Source: an optimization exercise on an open RTL-to-GDS flow (aim: small area, a short achievable clock period and few clock cycles per item). Production flows keep margins and buffers that such runs may drop. Only simulation tests tie the RTL to the original design; equivalence was not proved. No driver is modelled on the clock port, so clocking that relies on it looks cheaper here than on a real chip. Power is estimated from default activity; no workload was simulated.

==> flow/design.v (excerpt) <==
module wb_slave_register #(
    parameter ADDR_WIDTH = 16,
    parameter DATA_WIDTH = 32,
    parameter GRANULE = 8,
    parameter REGISTER_NUM = 16,
    parameter SEL_WIDTH = DATA_WIDTH / GRANULE
) (
    input wire rst_i,
    input wire clk_i,
    input wire [ADDR_WIDTH-1:0] adr_i,
    input wire [DATA_WIDTH-1:0] dat_i,
    output reg [DATA_WIDTH-1:0] dat_o,
    input wire [SEL_WIDTH-1:0] sel_i,
    input wire we_i,
    input wire stb_i,
    output wire ack_o,
    output wire err_o,
    input wire cyc_i
);
export LEC_CHECK = 0
export CAP_MARGIN = 20
export CORE_MARGIN = 2
export CORE_UTILIZATION = 60
export SETUP_SLACK_MARGIN = 2.5
export SLEW_MARGIN = 20
create_clock -name core_clock -period 5.0 [get_ports {clk_i}]
run.sh (not shown) runs the stock make flow with config.mk's settings and CLKGATE_MAP_FILE= SYNTH_SCRIPT=/design/flow/synth_recipe.tcl, a recipe that flattens the netlist after the stock synthesis.
Testbench counts at the start, summed over its fixed seeds: cycles 14,392, items 4,800.
Change:
CORE_UTILIZATION = 40   (was 60)
SETUP_SLACK_MARGIN = not set   (was 2.5)
Outcome: Global-route usage shrinks by 9.1 points. Die area grows by about 50%. Cell area shrinks by 2.5%. Setup slack gets worse by 0.76 ns. Non-clock buffer count shrinks by 17. Final cell count grows by about 11%. Hold slack gets better by 0.020 ns. Wire length grows by about 6%. Critical path depth shrinks by 3. First-iteration DRC count grows by 3.4%. Fmax shrinks by about 23%.
Change:
CORE_UTILIZATION = 60   (was 40)
SETUP_SLACK_MARGIN = 3.0   (was not set)
=> Flip-flop and latch count does not change. Worst setup slack improved by 0.67 ns. Clock skew grows by 0.0041 ns. Sequential power hardly moves. Cell area grows by about 10%.

---

## run 1
Another version of the RTL of wb_slave_register (not shown whole).
Size: roughly 1000 cells after synthesis, about 550 flip-flops, roughly 91 I/O pins, about 0.020 mm^2 of cells after synthesis.
Settings: LEC_CHECK=0, CAP_MARGIN=20, CORE_MARGIN=2, CORE_UTILIZATION=60, CTS_BUF_LIST=sky130_fd_sc_hd__clkbuf_8, CTS_CLUSTER_DIAMETER=70, CTS_CLUSTER_SIZE=20, SETUP_SLACK_MARGIN=3.05, SLEW_MARGIN=20, SYNTH_HIERARCHICAL=1, SYNTH_MINIMUM_KEEP_SIZE=0; clock period 5.0 ns.
Testbench counts of run 1, summed over its fixed seeds: cycles 14,392, items 4,800.
Here is what was changed in the inputs of run 2 compared with run 1.
# run 1
export LEC_CHECK = 0
export CAP_MARGIN = 20
export CORE_MARGIN = 2
export CORE_UTILIZATION = 60
export CTS_BUF_LIST = sky130_fd_sc_hd__clkbuf_8
export CTS_CLUSTER_DIAMETER = 70
export CTS_CLUSTER_SIZE = 20
export SETUP_SLACK_MARGIN = 3.05
export SLEW_MARGIN = 20
export SYNTH_HIERARCHICAL = 1
export SYNTH_MINIMUM_KEEP_SIZE = 0
create_clock -name core_clock -period 5.0 [get_ports {clk_i}]
# run 2
export LEC_CHECK = 0
export CAP_MARGIN = 20
export CORE_MARGIN = 2
export CORE_UTILIZATION = 60
export CTS_BUF_LIST = sky130_fd_sc_hd__clkbuf_8
export CTS_CLUSTER_DIAMETER = 60
export CTS_CLUSTER_SIZE = 16
export SETUP_SLACK_MARGIN = 3.15
export SLEW_MARGIN = 20
export SYNTH_HIERARCHICAL = 1
export SYNTH_MINIMUM_KEEP_SIZE = 0
create_clock -name core_clock -period 5.0 [get_ports {clk_i}]
==> flow/flow/run.sh (new file) <==
#!/bin/bash
# The standard layout, with one change after clock tree synthesis: the tree's
# root buffer, which drives only the few buffers of the tree's first level,
# is removed and the clock port drives those buffers directly. Every
# register's clock still goes through the same number of buffers of the
# tree, so the skew between registers is unchanged.
set -euo pipefail
res=orfs/results/${FLOW_PLATFORM}/wb_slave_register/base
bash standard.sh cts > flow_1_to_cts.log 2>&1
openroad -no_init -exit flow/unroot.tcl > flow_2_unroot.log 2>&1
bash standard.sh finish > flow_3_to_finish.log 2>&1
==> flow/flow/unroot.tcl (new file) <==
set odb_file orfs/results/$::env(FLOW_PLATFORM)/wb_slave_register/base/4_cts.odb
read_db $odb_file
set block [ord::get_db_block]
set clk_net [$block findNet clk_i]
set loads [$clk_net getITerms]
if {[llength $loads] != 1} {
  puts "clk_i drives [llength $loads] cell pins; nothing changed"
  exit 0
}
set root [[lindex $loads 0] getInst]
set master [[$root getMaster] getName]
if {![string match "sky130_fd_sc_hd__clkbuf_*" $master]} {
  puts "clk_i drives $master; nothing changed"
  exit 0
}
set out_net [[$root findITerm X] getNet]
set sinks {}
foreach it [$out_net getITerms] {
  if {[$it getInst] != $root} { lappend sinks $it }
}
if {[llength $sinks] > 4} {
  puts "root buffer drives [llength $sinks] pins; nothing changed"
  exit 0
}
puts "removing [$root getName] ($master), moving [llength $sinks] pins to clk_i"
foreach it $sinks {
  $it disconnect
  $it connect $clk_net
  puts "  [[$it getInst] getName]/[[$it getMTerm] getName]"
}
[$root findITerm A] disconnect
odb::dbInst_destroy $root
odb::dbNet_destroy $out_net
write_db $odb_file
puts "done"
==> flow/standard.sh (new file) <==
#!/bin/bash
# synth_recipe.tcl (not shown) runs the flow's synth.tcl, then flattens the netlist and writes it again
# the make line also repeats each setting of config.mk as NAME=value (left out here)
make -C /OpenROAD-flow-scripts/flow DESIGN_CONFIG=/design/flow/config.mk WORK_HOME=/design/flow/orfs CLKGATE_MAP_FILE= SYNTH_SCRIPT=/design/flow/synth_recipe.tcl "${@:-finish}"
removed: flow/run.sh
==> run notes <==
Number of sequential storage elements: run 2 vs run 1 identical
Number of buffers created by CTS (run 2 over run 1): increase, 6
From run 1 to run 2 the numbers moved as follows: setup slack -0.14 ns; number of antenna-violating nets in the routed design ~0 delta.
Compared with run 1, run 2 shows via count of the first global-routing pass that has gone up by a few percent.
Non-clock buffer count, run 1 and run 2: higher on run 2
Run 2 has share of the clock period used by the worst path above what run 1 had.
Going from run 1 to run 2, worst hold margin went down, met1 usage did not really move.
Here is what was changed in the inputs of run 3 compared with run 2.
# run 2
export LEC_CHECK = 0
export CAP_MARGIN = 20
export CORE_MARGIN = 2
export CORE_UTILIZATION = 60
export CTS_BUF_LIST = sky130_fd_sc_hd__clkbuf_8
export CTS_CLUSTER_DIAMETER = 60
export CTS_CLUSTER_SIZE = 16
export SETUP_SLACK_MARGIN = 3.15
export SLEW_MARGIN = 20
export SYNTH_HIERARCHICAL = 1
export SYNTH_MINIMUM_KEEP_SIZE = 0
create_clock -name core_clock -period 5.0 [get_ports {clk_i}]
# run 3
export LEC_CHECK = 0
export CAP_MARGIN = 20
export CORE_MARGIN = 2
export CORE_UTILIZATION = 60
export CTS_BUF_LIST = sky130_fd_sc_hd__clkbuf_8
export CTS_CLUSTER_DIAMETER = 60
export CTS_CLUSTER_SIZE = 16
export SETUP_SLACK_MARGIN = 3.05
export SLEW_MARGIN = 20
export SYNTH_HIERARCHICAL = 1
export SYNTH_MINIMUM_KEEP_SIZE = 0
create_clock -name core_clock -period 5.0 [get_ports {clk_i}]
==> flow/run.sh (new file) <==
#!/bin/bash
# synth_recipe.tcl (not shown) runs the flow's synth.tcl, then flattens the netlist and writes it again
# the make line also repeats each setting of config.mk as NAME=value (left out here)
make -C /OpenROAD-flow-scripts/flow DESIGN_CONFIG=/design/flow/config.mk WORK_HOME=/design/flow/orfs CLKGATE_MAP_FILE= SYNTH_SCRIPT=/design/flow/synth_recipe.tcl finish
removed: flow/flow/run.sh
removed: flow/flow/unroot.tcl
removed: flow/standard.sh
Changes observed in run 3 relative to run 2: worst setup slack now larger; area added between synthesis and finish now smaller; switching power now smaller.
Looking at logic depth of the worst setup path including buffers, run 3 sits 4 lower than run 2 does.
Post-CTS repair timing setup buffer count in run 3 vs run 2: down 8
Run 3 against run 2: sequential share of layout area picked up an extra 4.6 points, number of buffers outside the clock class in the layout decreased 24%.
Of run 3 and run 2, it is run 3 that has the lower total wire length.
Diff run 2 and run 3: internal power contribution higher in run 2
Summary of run 3 over run 2: via-per-instance ratio went down; post-route cell area -about 7%.

---

Another version of the RTL of wb_slave_register (not shown whole).
Size in the first run: ~1100 cells after synthesis, ~560 flip-flops.
## wb_slave_register
module wb_slave_register #(
    parameter ADDR_WIDTH = 16,
    parameter DATA_WIDTH = 32,
    parameter GRANULE = 8,
    parameter REGISTER_NUM = 16,
    parameter SEL_WIDTH = DATA_WIDTH / GRANULE
) (
    input wire rst_i,
    input wire clk_i,
    input wire [ADDR_WIDTH-1:0] adr_i,
    input wire [DATA_WIDTH-1:0] dat_i,
    output reg [DATA_WIDTH-1:0] dat_o,
    input wire [SEL_WIDTH-1:0] sel_i,
    input wire we_i,
    input wire stb_i,
    output wire ack_o,
    output wire err_o,
    input wire cyc_i
);
    reg [DATA_WIDTH-1:0] register_value [0:REGISTER_NUM-1];
    reg ack;
    reg err;
    wire [2:0] hi_zero;
    wbr_nor4 u_z0 (.a(adr_i[4]),  .b(adr_i[5]),  .c(adr_i[6]),  .d(adr_i[7]),  .y(hi_zero[0]));
    wbr_nor4 u_z1 (.a(adr_i[8]),  .b(adr_i[9]),  .c(adr_i[10]), .d(adr_i[11]), .y(hi_zero[1]));
    wbr_nor4 u_z2 (.a(adr_i[12]), .b(adr_i[13]), .c(adr_i[14]), .d(adr_i[15]), .y(hi_zero[2]));
    wire in_range = &hi_zero;
    wire [3:0] idx = adr_i[3:0];
    genvar g, gb, gq;
    wire [3:0] pre_lo, pre_hi;
    wbr_dec2 u_pre_lo (.a(idx[1:0]), .y(pre_lo));
    wbr_dec2 u_pre_hi (.a(idx[3:2]), .y(pre_hi));
    wire [REGISTER_NUM-1:0] rsel [0:3];
    generate for (gq = 0; gq < 4; gq = gq + 1) begin : rdec
  ...
Settings: LEC_CHECK=0, CAP_MARGIN=20, CORE_MARGIN=2, CORE_UTILIZATION=70, CTS_BUF_LIST=sky130_fd_sc_hd__clkbuf_8, CTS_CLUSTER_DIAMETER=60, CTS_CLUSTER_SIZE=16, SETUP_SLACK_MARGIN=3.15, SLEW_MARGIN=20, SYNTH_HIERARCHICAL=1, SYNTH_MINIMUM_KEEP_SIZE=0; clock period 5.0 ns.
standard.sh (not shown) runs the stock make flow with config.mk's settings and CLKGATE_MAP_FILE= SYNTH_SCRIPT=/design/flow/synth_recipe.tcl, a recipe that flattens the netlist after the stock synthesis.
==> flow/flow/run.sh <==
#!/bin/bash
# The standard layout, with one change at the end of clock tree synthesis
# (flow/post_cts.tcl, run through ORFS's POST_CTS_TCL hook): the tree's root
# buffer, which drives only the few buffers of the tree's first level, is
# removed and the clock port drives those buffers directly; timing is then
# repaired again as the CTS step does. Every register's clock still goes
# through the same number of buffers, so the skew between registers is
# unchanged.
set -euo pipefail
export POST_CTS_TCL="$PWD/flow/post_cts.tcl"
bash standard.sh finish > flow_standard.log 2>&1
==> flow/flow/post_cts.tcl <==
set block [ord::get_db_block]
set clk_net [$block findNet clk_i]
set loads [$clk_net getITerms]
set root ""
if {[llength $loads] == 1} {
  set root [[lindex $loads 0] getInst]
  if {![string match "sky130_fd_sc_hd__clkbuf_*" [[$root getMaster] getName]]} {
    set root ""
  }
}
if {$root != ""} {
  set out_net [[$root findITerm X] getNet]
  set sinks {}
  foreach it [$out_net getITerms] {
    if {[$it getInst] != $root} { lappend sinks $it }
  }
  if {[llength $sinks] <= 4} {
    puts "post_cts: removing [$root getName], moving [llength $sinks] pins to clk_i"
    foreach it $sinks {
      $it disconnect
      $it connect $clk_net
    }
    [$root findITerm A] disconnect
    odb::dbInst_destroy $root
    odb::dbNet_destroy $out_net
    estimate_parasitics -placement
    repair_timing_helper
    detailed_placement
    check_placement -verbose
  } else {
    puts "post_cts: root buffer drives [llength $sinks] pins; nothing changed"
  }
} else {
  puts "post_cts: clock port does not drive a single clock buffer; nothing changed"
}
Testbench counts at the start, summed over its fixed seeds: cycles 14,392, items 4,800.
Change:
CORE_UTILIZATION = 60   (was 70)
Effect: Non-clock buffer count is lower by 6. Maximum frequency is higher by 3.0%. Routed wire length is lower by 4.1%. Count of clock-buffer cells in the layout is lower by 1. Worst hold slack loses 0.011 ns. Power is lower by 0.37%. Utilization is lower by 12 points.
Change:
SETUP_SLACK_MARGIN = 3.1   (was 3.15)
Result: The new run went through all stages and came out clean; worst setup slack got worse by 0.070 ns; via count went up by about 0.4%; non-clock buffer count went up by 7; synthesized area stays the same; synthesized cell count stays the same; critical path depth went down by 6; first-iteration DRC count went up by 4.0%; wire length went up by 2.4%; power is about the same.
Change:
==> flow/run.sh (new file) <==
#!/bin/bash
# synth_recipe.tcl (not shown) runs the flow's synth.tcl, then flattens the netlist and writes it again
# the make line also repeats each setting of config.mk as NAME=value (left out here)
make -C /OpenROAD-flow-scripts/flow DESIGN_CONFIG=/design/flow/config.mk WORK_HOME=/design/flow/orfs CLKGATE_MAP_FILE= SYNTH_SCRIPT=/design/flow/synth_recipe.tcl finish
SETUP_SLACK_MARGIN = 3.05   (was 3.1)
removed: flow/flow/run.sh
removed: flow/flow/post_cts.tcl
removed: flow/standard.sh
After rerunning: Cell count came out lower slightly; hold slack barely changes; routed wire length came out lower by a few percent; worst setup slack is worse by 0.16 ns; via count came out lower slightly; fmax came out lower by a little under a tenth; synthesized area is unchanged; critical path depth stays the same; count of clock-buffer cells in the layout came out higher by 1; clock power came out higher by a little under a tenth; power came out higher slightly.

[what the ideal ports hide]
The results above use ideal ports. As a check the final layouts listed here were re-extracted and re-timed, cells and wires unchanged.
Step 1 sets driving cells, clkbuf_16 on the clock port and buf_2 on the other inputs (assumed; they add their load-dependent delay and slew).
Step 2 also shifts input and output timing later by t, the mid clock arrival at the registers, as if the neighbouring blocks saw the same clock.
a / b / c = ideal ports / drivers / drivers and shift; a / b = the first two.
| run | t, ns | setup slack, ns | cell pins on the clock port's net |
|---|---|---|---|
| the first run of note 1 | 0.654 | 2.439 / 2.468 / 1.814 | 1 |
| the second run of note 1 | 0.659 | 1.678 / 1.703 / 1.043 | 1 |
| the third run of note 1 | 0.651 | 2.344 / 2.368 / 1.717 | 1 |
| run 1 | 0.605 | 2.957 / 2.905 / 2.401 | 1 |
| run 2 | 0.485 | 2.821 / 2.851 / 2.366 | 4 |
| run 3 | 0.615 | 2.944 / 2.896 / 2.378 | 1 |
| the first run of note 3 | 0.471 | 3.029 / 3.017 / 2.562 | 4 |
| the second run of note 3 | 0.482 | 3.086 / 3.006 / 2.646 | 4 |
| the third run of note 3 | 0.486 | 3.015 / 2.937 / 2.617 | 4 |
| the fourth run of note 3 | 0.615 | 2.852 / 2.800 / 2.498 | 1 |
After both steps setup and hold are still met in every run listed. The setup slack of the second run of note 1, which loses most, moves by +0.025 ns with the drivers and by -0.635 ns with both steps.
